This design comes from an exercise in tuning for small area, a short achievable clock period and few clock cycles on the open sky130 flow, not from production work.
Only simulation tests tie the RTL to the original design; equivalence was not proved.
Power is estimated from default activity; no workload was simulated.

Setup of build 69:
==> flow/design.v <==
`timescale 1ns / 1ps
module Top_002(CLK,RST,MEM_ADDR,MEM_RDATA,MEM_WDATA,MEM_WE,HALTED);
	input CLK,RST;
	input [15:0]MEM_RDATA;
	output [7:0]MEM_ADDR;
	output [15:0]MEM_WDATA;
	output MEM_WE;
	output reg HALTED;
	reg [7:0]  MAR;
	reg [15:0] ACC, BR, R;
	reg        Z;
	reg [3:0]  op;                  
	reg        pv;                  
	reg        isF, isO, isI;
	reg        WE;
	reg [3:0]  cnt;
	reg        negq;                
	assign MEM_ADDR  = MAR;
	assign MEM_WDATA = ACC;
	assign MEM_WE    = WE;
	wire o_ld  = (op == 4'h2);
	wire o_add = (op == 4'h3);
	wire o_sub = (op == 4'h4);
	wire o_mpy = (op == 4'h8);
	wire o_div = (op == 4'h9);
	wire o_and = (op == 4'hA);
	wire o_or  = (op == 4'hB);
	wire o_not = (op == 4'hC);
	wire o_shr = (op == 4'hD);
	wire o_shl = (op == 4'hE);
	wire md     = o_mpy | o_div;
	wire isdiv  = op[0];
	wire minv   = isdiv ? ~BR[15] : negq;      
	wire do_neg = ~isI & (isO ? (md & ACC[15]) : (o_div & negq));
	wire selA   = ~isI & (o_add | o_sub | o_shl |
	                      (isO & md & ~ACC[15]) | (~isO & o_div & ~negq));
	wire selR   = ~isI & ~isO & o_mpy;
	wire selBB  = isI | o_ld | o_add | o_sub | o_or | o_not;
	wire selBA  = ~isI & (o_shl | do_neg);
	wire inv    = isI ? minv : (o_sub | o_not | do_neg);
	wire cin    = isI ? minv : (o_sub | do_neg);
	wire [15:0] eA = {16{selA}} | (BR & {16{o_and}}) | (~BR & {16{o_or}});
	wire [15:0] X = (ACC & eA) | (R & {16{selR}}) |
	                ({R[14:0], isdiv & ACC[15]} & {16{isI}}) |
	                ({1'b0, ACC[15:1]} & {16{o_shr}});
	wire [15:0] Y = ((BR & {16{selBB}}) | (ACC & {16{selBA}})) ^ {16{inv}};
	wire [16:0] sum = {1'b0, X} + {1'b0, Y} + {16'h0, cin};
	wire        cout = sum[16];
	wire bz   = (BR == 16'h0);
	wire div0 = o_div & bz;
	wire [15:0] res = sum[15:0] | {16{div0 & ~isO}};
	wire zn = pv ? (res == 16'h0) : Z;
	wire takes = isdiv ? cout : ACC[15];    
	wire sml  = (res[15:4] == 12'h0);
	wire zro  = sml & (res[3:0] == 4'h0);
	wire nrm  = isO & sml;
	reg [3:0] top;
	reg [3:0] ncnt;
	always @(*) begin
		if (res[3])      begin top = res[3:0];         ncnt = 4'd12; end
		else if (res[2]) begin top = {res[2:0], 1'b0}; ncnt = 4'd13; end
		else if (res[1]) begin top = {res[1:0], 2'b0}; ncnt = 4'd14; end
		else             begin top = {res[0], 3'b0};   ncnt = 4'd15; end
	end
	wire [15:0] nacc = {nrm ? top : res[15:12], res[11:0] & {12{~nrm}}};
	wire [3:0] d = MEM_RDATA[11:8];
	wire [7:0] a = MEM_RDATA[7:0];
	wire [7:0] pc1 = MAR + 8'd1;
	wire i_st  = ~d[3] & ~d[2] & ~d[1] & d[0];         
	wire i_hlt = ~d[3] & d[2] & d[1] & d[0];           
	wire i_shx = d[3] & d[2] & (d[1] | d[0]);          
	wire i_opO = (~d[2] & ~i_st) | (d[2] & ~d[1] & ~d[0]);    
	wire i_stF = d[2] & (d[1] ^ d[0]);                 
	wire maj  = (d[3] & d[1]) | (d[3] & d[0]) | (d[1] & d[0]);
	wire nad  = d[2] & (maj | (d[0] & zn));
	wire last = (cnt == 4'd15) | bz;    
	wire endO = isO & (~md | zro);      
	always @(posedge CLK or posedge RST) begin
		if (RST) begin
			MAR <= 8'h0; ACC <= 16'h0; Z <= 1'b0; pv <= 1'b0;
			isF <= 1'b1; isO <= 1'b0; isI <= 1'b0;
			WE <= 1'b0; HALTED <= 1'b0;
		end else begin
			isF <= (isF & i_stF) | endO | WE | (isI & last);
			isO <= isF & i_opO;
			isI <= (isO & md & ~zro) | (isI & ~last);
			WE  <= isF & i_st;
			pv  <= (isF & i_shx) | endO | (isI & last);
			if (isF & i_hlt) HALTED <= 1'b1;
			if (isF & ~nad)
				MAR <= a;
			else if (isF)
				MAR <= pc1;
			else if (~isI)
				MAR <= BR[7:0];
			if (isF & pv) Z <= zn;
			if ((isF & pv) | (isO & md))
				ACC <= nacc;
			else if (isI)
				ACC <= {ACC[14:0], cout};
		end
	end
	always @(posedge CLK) begin
		if (isF) op <= d;
		if (isF | isO) BR <= {MEM_RDATA[15:8], isF ? pc1 : MEM_RDATA[7:0]};
		R <= {16{isI}} & (takes ? sum[15:0] : X);
		cnt <= isO ? (sml ? ncnt : 4'd0) : cnt + 4'd1;
		if (isO) begin
			negq <= ACC[15] ^ (op[0] & MEM_RDATA[15]);
		end
	end
endmodule
Settings: LEC_CHECK=0, CAP_MARGIN=20, CORE_MARGIN=2, CORE_UTILIZATION=62, GPL_TIMING_DRIVEN=1, SLEW_MARGIN=20, SYNTH_MEMORY_MAX_BITS=8192; clock period 31.0 ns.
standard.sh (not shown) runs the stock make flow with config.mk's settings and CLKGATE_MAP_FILE= SYNTH_SCRIPT=/design/flow/synth_recipe.tcl, a recipe that flattens the netlist after the stock synthesis.
==> flow/flow/run.sh <==
#!/bin/bash
# Layout flow: the standard flow (standard.sh: ORFS synthesis to final
# layout, unchanged), run with
#  - a setup-slack margin, so that ORFS's repair_timing sizes the design for
#    a period shorter than the design's;
#  - small port buffers (every port still gets its buffer); repair_timing
#    upsizes the ones on critical paths;
export SETUP_SLACK_MARGIN=${MARGIN:-23.6}
export BUFFER_PORTS_ARGS="-buffer_cell sky130_fd_sc_hd__buf_1"
export CTS_ARGS="-sink_clustering_enable -repair_clock_nets -dont_use_dummy_load -sink_clustering_size 30 -sink_clustering_max_diameter 60 -buf_list {sky130_fd_sc_hd__clkbuf_4 sky130_fd_sc_hd__clkbuf_8}"
bash standard.sh > standard.log 2>&1
Testbench counts of build 69, summed over its fixed seeds: cycles 251,751.
diff inputs: build 69 => build 45
Settings: a change of CORE_UTILIZATION from 62 to 68; a deleted GPL_TIMING_DRIVEN that had been 1.
--- outcome ---
- Compared to build 69, build 45 has transition time at the pin with the least slew margin 240 ps higher.
- Die width, build 45 and build 69: lower on build 45
- Re wire length of the first global-routing pass: build 45 is 1.7% up on build 69.
- Of the two values seen for critical path's slowest cell, or3_4 was produced by build 69 and a211oi_2 by build 45.
- Compared with build 69, build 45 shows post-route clock period utilization higher by 0.30 points.
- Build 45 ended with more overall power consumption than build 69.
- ~same total nets after synthesis in build 45 and build 69
- Build 45 vs build 69: count of buffers not belonging to the clock network in the layout down
- Die span in y, build 45 and build 69: larger value in build 69
- Summary — slack of the critical path, build 45 relative to build 69: lower, by 92 ps.
- NOTE maximum VDD drop build 69->build 45 increased by more than 10%
> inputs changed (build 45 -> build 91)
Settings: swapping 68 for 58 in CORE_UTILIZATION.
Results
What build 91 reported for die width has to be multiplied by 0.927 to get the figure for build 45.
Build 91 vs build 45, launch point of the critical path: ACC[15] vs MEM_RDATA[9]
Worst setup slack improves in build 91 relative to build 45.
Build 91 has cell-internal power above what build 45 had.
For build 55, these inputs were changed with respect to build 91:
Settings: putting CTS_BUF_LIST at sky130_fd_sc_hd__clkbuf_4 sky130_fd_sc_hd__clkbuf_8 where nothing was set; swapping 58 for 55 in CORE_UTILIZATION.
==> flow/flow/run.sh <==
#!/bin/bash
# Layout flow: the standard flow (standard.sh: ORFS synthesis to final
# layout, unchanged), run with
#  - a setup-slack margin, so that ORFS's repair_timing sizes the design for
#    a period shorter than the design's;
export SETUP_SLACK_MARGIN=${MARGIN:-24}
export BUFFER_PORTS_ARGS="-buffer_cell sky130_fd_sc_hd__buf_1"
bash standard.sh > standard.log 2>&1
Results
Build 91 → build 55: sequential share of layout area went down by 2.3 points, power share of the clock group higher.
Diff build 55..build 91 | clock-pin slew of the registers on the worst-case setup and hold paths | negligible
On clock distribution area overhead in the final layout, the lower figure sits with build 91, not build 55.
### build 55 -> build 62
Settings: CORE_UTILIZATION changed from 55 to 62.
==> flow/flow/run.sh <==
#!/bin/bash
# Layout flow: the standard flow (standard.sh: ORFS synthesis to final
# layout, unchanged), run with
#  - a setup-slack margin, so that ORFS's repair_timing sizes the design for
#    a period shorter than the design's;
export SETUP_SLACK_MARGIN=${MARGIN:-23.6}
export BUFFER_PORTS_ARGS="-buffer_cell sky130_fd_sc_hd__buf_1"
bash standard.sh > standard.log 2>&1
### Flow results
Build 62 vs. build 55: worst-case vdd ir drop went down about 6.6%; sequential share of layout area went up 1.7 points; fmax went down about 2.2%; design area went down 400 um2; layout overhead on the synthesized area went down 7.4 points.
Fraction of area in clock buffers and inverters, build 62 and build 55: higher on build 62
Comparing total routed wirelength for build 62 and build 55, the smaller number came from build 62.

---

## cedar
RTL: the design.v shown in full above, as it stands there.
clock: 31.0 ns
lec_check: 0
cap_margin: 20
core_margin: 2
core_utilization: 58
slew_margin: 20
synth_memory_max_bits: 8192
==> flow/flow/run.sh <==
#!/bin/bash
# Layout flow: the standard flow (standard.sh: ORFS synthesis to final
# layout, unchanged), run with
#  - a setup-slack margin, so that ORFS's repair_timing sizes the design for
#    a period shorter than the design's;
#  - small port buffers (every port still gets its buffer); repair_timing
#    upsizes the ones on critical paths;
export SETUP_SLACK_MARGIN=${MARGIN:-23.6}
export BUFFER_PORTS_ARGS="-buffer_cell sky130_fd_sc_hd__buf_1"
export CTS_ARGS="-sink_clustering_enable -repair_clock_nets -dont_use_dummy_load -sink_clustering_size 80 -sink_clustering_max_diameter 250 -buf_list {sky130_fd_sc_hd__clkbuf_8 sky130_fd_sc_hd__clkbuf_16}"
bash standard.sh > standard.log 2>&1
Testbench counts of cedar, summed over its fixed seeds: cycles 251,751.
Changes in fjord relative to cedar:
Settings: an added CTS_BUF_LIST of sky130_fd_sc_hd__clkbuf_4 sky130_fd_sc_hd__clkbuf_8; a change of CORE_UTILIZATION from 58 to 70.
==> flow/flow/run.sh <==
#!/bin/bash
# Layout flow: the standard flow (standard.sh: ORFS synthesis to final
# layout, unchanged), run with
#  - a setup-slack margin, so that ORFS's repair_timing sizes the design for
#    a period shorter than the design's;
export SETUP_SLACK_MARGIN=${MARGIN:-23.3}
export BUFFER_PORTS_ARGS="-buffer_cell sky130_fd_sc_hd__buf_1"
bash standard.sh > standard.log 2>&1
## What came out
- cedar → fjord: power climbed about 5%, floorplan die height shrank by 8.7 um, least setup slack across all paths after layout went down 240 ps.

---

// Top_002: RTL as listed in full above, without the edits since
clock: 31.0 ns
lec_check: 0
cap_margin: 20
core_margin: 2
core_utilization: 48
cts_buf_list: sky130_fd_sc_hd__clkbuf_4 sky130_fd_sc_hd__clkbuf_8
slew_margin: 20
synth_memory_max_bits: 8192
==> flow/flow/run.sh <==
#!/bin/bash
# Layout flow: the standard flow (standard.sh: ORFS synthesis to final
# layout, unchanged), run with
#  - a setup-slack margin, so that ORFS's repair_timing sizes the design for
#    a period shorter than the design's;
export SETUP_SLACK_MARGIN=${MARGIN:-24}
export BUFFER_PORTS_ARGS="-buffer_cell sky130_fd_sc_hd__buf_1"
bash standard.sh > standard.log 2>&1
Testbench counts at the start, summed over its fixed seeds: cycles 251,751.
Then changed:
--- a/flow/flow/run.sh
+++ b/flow/flow/run.sh
@@ -4,5 +4,8 @@
 #  - a setup-slack margin, so that ORFS's repair_timing sizes the design for
 #    a period shorter than the design's;
-export SETUP_SLACK_MARGIN=${MARGIN:-24}
+#  - small port buffers (every port still gets its buffer); repair_timing
+#    upsizes the ones on critical paths;
+export SETUP_SLACK_MARGIN=${MARGIN:-23.75}
 export BUFFER_PORTS_ARGS="-buffer_cell sky130_fd_sc_hd__buf_1"
+export CTS_ARGS="-sink_clustering_enable -repair_clock_nets -dont_use_dummy_load -sink_clustering_size 30 -sink_clustering_max_diameter 60 -buf_list {sky130_fd_sc_hd__clkbuf_4 sky130_fd_sc_hd__clkbuf_8}"
 bash standard.sh > standard.log 2>&1
- CORE_UTILIZATION: 48 -> 58
- CTS_BUF_LIST: sky130_fd_sc_hd__clkbuf_4 sky130_fd_sc_hd__clkbuf_8 -> unset
Outcome:
- maximum frequency shrinks by about 0.9%
- sequential share of layout area grows by 2.5 points
- power shrinks by about 10%
Then changed:
--- a/flow/flow/run.sh
+++ b/flow/flow/run.sh
@@ -6,6 +6,9 @@
 #  - small port buffers (every port still gets its buffer); repair_timing
 #    upsizes the ones on critical paths;
+#  - power recovery after global routing (downsizes gates off the
+#    critical paths);
 export SETUP_SLACK_MARGIN=${MARGIN:-23.75}
 export BUFFER_PORTS_ARGS="-buffer_cell sky130_fd_sc_hd__buf_1"
+export RECOVER_POWER=100
 export CTS_ARGS="-sink_clustering_enable -repair_clock_nets -dont_use_dummy_load -sink_clustering_size 30 -sink_clustering_max_diameter 60 -buf_list {sky130_fd_sc_hd__clkbuf_4 sky130_fd_sc_hd__clkbuf_8}"
 bash standard.sh > standard.log 2>&1
After rerunning: This time the run completed and failed the layout checks on max-capacitance violations, max-slew violations. Hold slack is about the same. Register-to-register slack loses 670 ps. Setup slack loses 690 ps. Final cell count stays the same. Power goes down by about 1.4%. Sequential share of layout area goes up by 0.40 points. Sequential cell count is unchanged.
Then changed:
==> flow/flow/run.sh (replaced) <==
#!/bin/bash
# Layout flow: the standard flow (standard.sh: ORFS synthesis to final
# layout, unchanged), run with
#  - a setup-slack margin, so that ORFS's repair_timing sizes the design for
#    a period shorter than the design's;
#  - small port buffers (every port still gets its buffer); repair_timing
#    upsizes the ones on critical paths;
export SETUP_SLACK_MARGIN=${MARGIN:-23.6}
export BUFFER_PORTS_ARGS="-buffer_cell sky130_fd_sc_hd__buf_1"
export CTS_ARGS="-sink_clustering_enable -repair_clock_nets -dont_use_dummy_load -sink_clustering_size 36 -sink_clustering_max_diameter 70 -buf_list {sky130_fd_sc_hd__clkbuf_8}"
bash standard.sh > standard.log 2>&1
- CORE_UTILIZATION: 58 -> 62
After rerunning: The new run went through all stages and came out clean; global-route usage increases by 1.3 points; non-clock buffer count fell by 2; wire length falls slightly; hold slack gains 4.6 ps; final area is higher slightly; via count rises by a few percent; area after synthesis is unchanged; total power grows slightly; setup slack improves by 620 ps; critical path depth grows by 2; utilization came out higher by 4.5 points.
Then changed:
==> flow/flow/run.sh (replaced) <==
#!/bin/bash
# Layout flow: the standard flow (standard.sh: ORFS synthesis to final
# layout, unchanged), run with
#  - a setup-slack margin, so that ORFS's repair_timing sizes the design for
#    a period shorter than the design's;
export SETUP_SLACK_MARGIN=${MARGIN:-24}
export BUFFER_PORTS_ARGS="-buffer_cell sky130_fd_sc_hd__buf_1"
bash standard.sh > standard.log 2>&1
- CORE_UTILIZATION: 62 -> 70
- CTS_BUF_LIST: unset -> sky130_fd_sc_hd__clkbuf_4 sky130_fd_sc_hd__clkbuf_8
Outcome: Worst hold slack improves by 30 ps; worst setup slack improves by 37 ps; final area climbs by 13%; final cell count climbs by 5.2%; area after synthesis stays the same; routed wire length climbs by 32%.

---

zinc:
// Top_002: RTL as listed in full above, without the edits since
Settings: LEC_CHECK=0, CAP_MARGIN=20, CORE_MARGIN=2, CORE_UTILIZATION=62, SLEW_MARGIN=20, SYNTH_MEMORY_MAX_BITS=8192; clock period 31.0 ns.
==> flow/flow/run.sh <==
#!/bin/bash
# Layout flow: the standard flow (standard.sh: ORFS synthesis to final
# layout, unchanged), run with
#  - a setup-slack margin, so that ORFS's repair_timing sizes the design for
#    a period shorter than the design's;
#  - small port buffers (every port still gets its buffer); repair_timing
#    upsizes the ones on critical paths;
export SETUP_SLACK_MARGIN=${MARGIN:-23.4}
export BUFFER_PORTS_ARGS="-buffer_cell sky130_fd_sc_hd__buf_1"
export CTS_ARGS="-sink_clustering_enable -repair_clock_nets -dont_use_dummy_load -sink_clustering_size 30 -sink_clustering_max_diameter 60 -buf_list {sky130_fd_sc_hd__clkbuf_4 sky130_fd_sc_hd__clkbuf_8}"
bash standard.sh > standard.log 2>&1
Testbench counts of zinc, summed over its fixed seeds: cycles 251,751.
> inputs changed (zinc -> delta)
- a change of CORE_UTILIZATION from 62 to 70
- an added CTS_BUF_LIST of sky130_fd_sc_hd__clkbuf_4 sky130_fd_sc_hd__clkbuf_8
==> flow/run.sh (new file) <==
#!/bin/bash
# synth_recipe.tcl (not shown) runs the flow's synth.tcl, then flattens the netlist and writes it again
# the make line also repeats each setting of config.mk as NAME=value (left out here)
make -C /OpenROAD-flow-scripts/flow DESIGN_CONFIG=/design/flow/config.mk WORK_HOME=/design/flow/orfs CLKGATE_MAP_FILE= SYNTH_SCRIPT=/design/flow/synth_recipe.tcl finish
removed: flow/flow/run.sh
removed: flow/standard.sh
Results
delta ended up with clkdlybuf4s50_1 as its slowest cell on the critical path; zinc ended up with nor3_1.
Going from zinc to delta, final-layout non-clock buffer area share higher, first-pass GRT wire length higher.
Summary of delta over zinc: clock buffer instance count of the final layout essentially unchanged, time the worst path needs with I/O delays and setup increased 460 ps.
> inputs changed (delta -> umber)
- CORE_UTILIZATION now 62, was 70
- CTS_BUF_LIST no longer set, was sky130_fd_sc_hd__clkbuf_4 sky130_fd_sc_hd__clkbuf_8
==> flow/flow/run.sh (new file) <==
#!/bin/bash
# Layout flow: the standard flow (standard.sh: ORFS synthesis to final
# layout, unchanged), run with
#  - a setup-slack margin, so that ORFS's repair_timing sizes the design for
#    a period shorter than the design's;
#  - small port buffers (every port still gets its buffer); repair_timing
#    upsizes the ones on critical paths;
export SETUP_SLACK_MARGIN=${MARGIN:-23.6}
export BUFFER_PORTS_ARGS="-buffer_cell sky130_fd_sc_hd__buf_1"
export CTS_ARGS="-sink_clustering_enable -repair_clock_nets -dont_use_dummy_load -sink_clustering_size 30 -sink_clustering_max_diameter 60 -buf_list {sky130_fd_sc_hd__clkbuf_4 sky130_fd_sc_hd__clkbuf_8}"
bash standard.sh > standard.log 2>&1
==> flow/standard.sh (new file) <==
#!/bin/bash
# synth_recipe.tcl (not shown) runs the flow's synth.tcl, then flattens the netlist and writes it again
# the make line also repeats each setting of config.mk as NAME=value (left out here)
make -C /OpenROAD-flow-scripts/flow DESIGN_CONFIG=/design/flow/config.mk WORK_HOME=/design/flow/orfs CLKGATE_MAP_FILE= SYNTH_SCRIPT=/design/flow/synth_recipe.tcl "${@:-finish}"
removed: flow/run.sh
Notes after the runs:
Global-route met1 utilization came out lower on umber than on delta. umber vs delta: cell row count up by a few percent. Compared with delta, in umber hold slack now sits at about the same level, post-route minimum period lost 660 ps, multi-input gate share of total cell area went up 3.1 points, combinational gate power decreased about 5.5%, path length in cells of the critical path lower. Of delta and umber, the lower share of the core filled with cells in the final layout belongs to umber. umber against delta: overall power of the completed layout decreased about 6%, smallest setup slack after layout now larger, register cell area after layout stayed essentially flat.

-- static timing again, ports no longer ideal --
In the flow no input, the clock included, has a driving cell. The finished layouts below were timed again as built, in two steps. Step 1 sets driving cells, clkbuf_16 on the clock port and buf_2 on the other inputs (assumed; they add their load-dependent delay and slew). Step 2 times the ports against the registers' clock, not the clock port: input delays grow and output delays shrink by t, the midpoint of the rising clock arrivals with the driver on. Three values: ideal, step 1, step 2; two values: the first two.
run	shift t [ns]	setup slack, ns	worst setup path at the end	worst register clock-pin slew, ns	cell pins on the clock port's net
build 69	0.387	23.724 / 23.702 / 23.349	input to register	0.08 / 0.08	1
build 45	0.373	23.632 / 23.640 / 23.267	input to register	0.09 / 0.09	1
build 91	0.383	23.734 / 23.699 / 23.373	input to register	0.09 / 0.09	1
build 55	0.383	23.867 / 23.834 / 23.589	input to register	0.09 / 0.09	1
build 62	0.390	23.709 / 23.693 / 23.333	input to register	0.09 / 0.09	1
cedar	0.383	23.734 / 23.699 / 23.373	input to register	0.09 / 0.09	1
fjord	0.386	23.497 / 23.514 / 23.128	input to register	0.09 / 0.09	1
the first run of note 3	0.409	23.857 / 23.820 / 23.552	input to register	0.09 / 0.09	1
the second run of note 3	0.374	23.795 / 23.760 / 23.444	input to register	0.08 / 0.08	1
the third run of note 3	0.375	23.107 / 23.123 / 22.748	input, reset recovery	0.09 / 0.09	1
the fourth run of note 3	0.387	23.724 / 23.702 / 23.349	input to register	0.08 / 0.08	1
the fifth run of note 3	0.410	23.761 / 23.724 / 23.418	input to register	0.10 / 0.10	1
zinc	0.375	23.520 / 23.534 / 23.159	input to register	0.08 / 0.08	1
delta	0.381	23.060 / 23.076 / 22.695	input to register	0.09 / 0.09	1
umber	0.387	23.724 / 23.702 / 23.349	input to register	0.08 / 0.08	1
For build 62, which loses most, drivers alone change the setup slack by -0.016 ns; drivers and shift together by -0.376 ns. The worst setup slack also covers recovery checks on asynchronous resets.
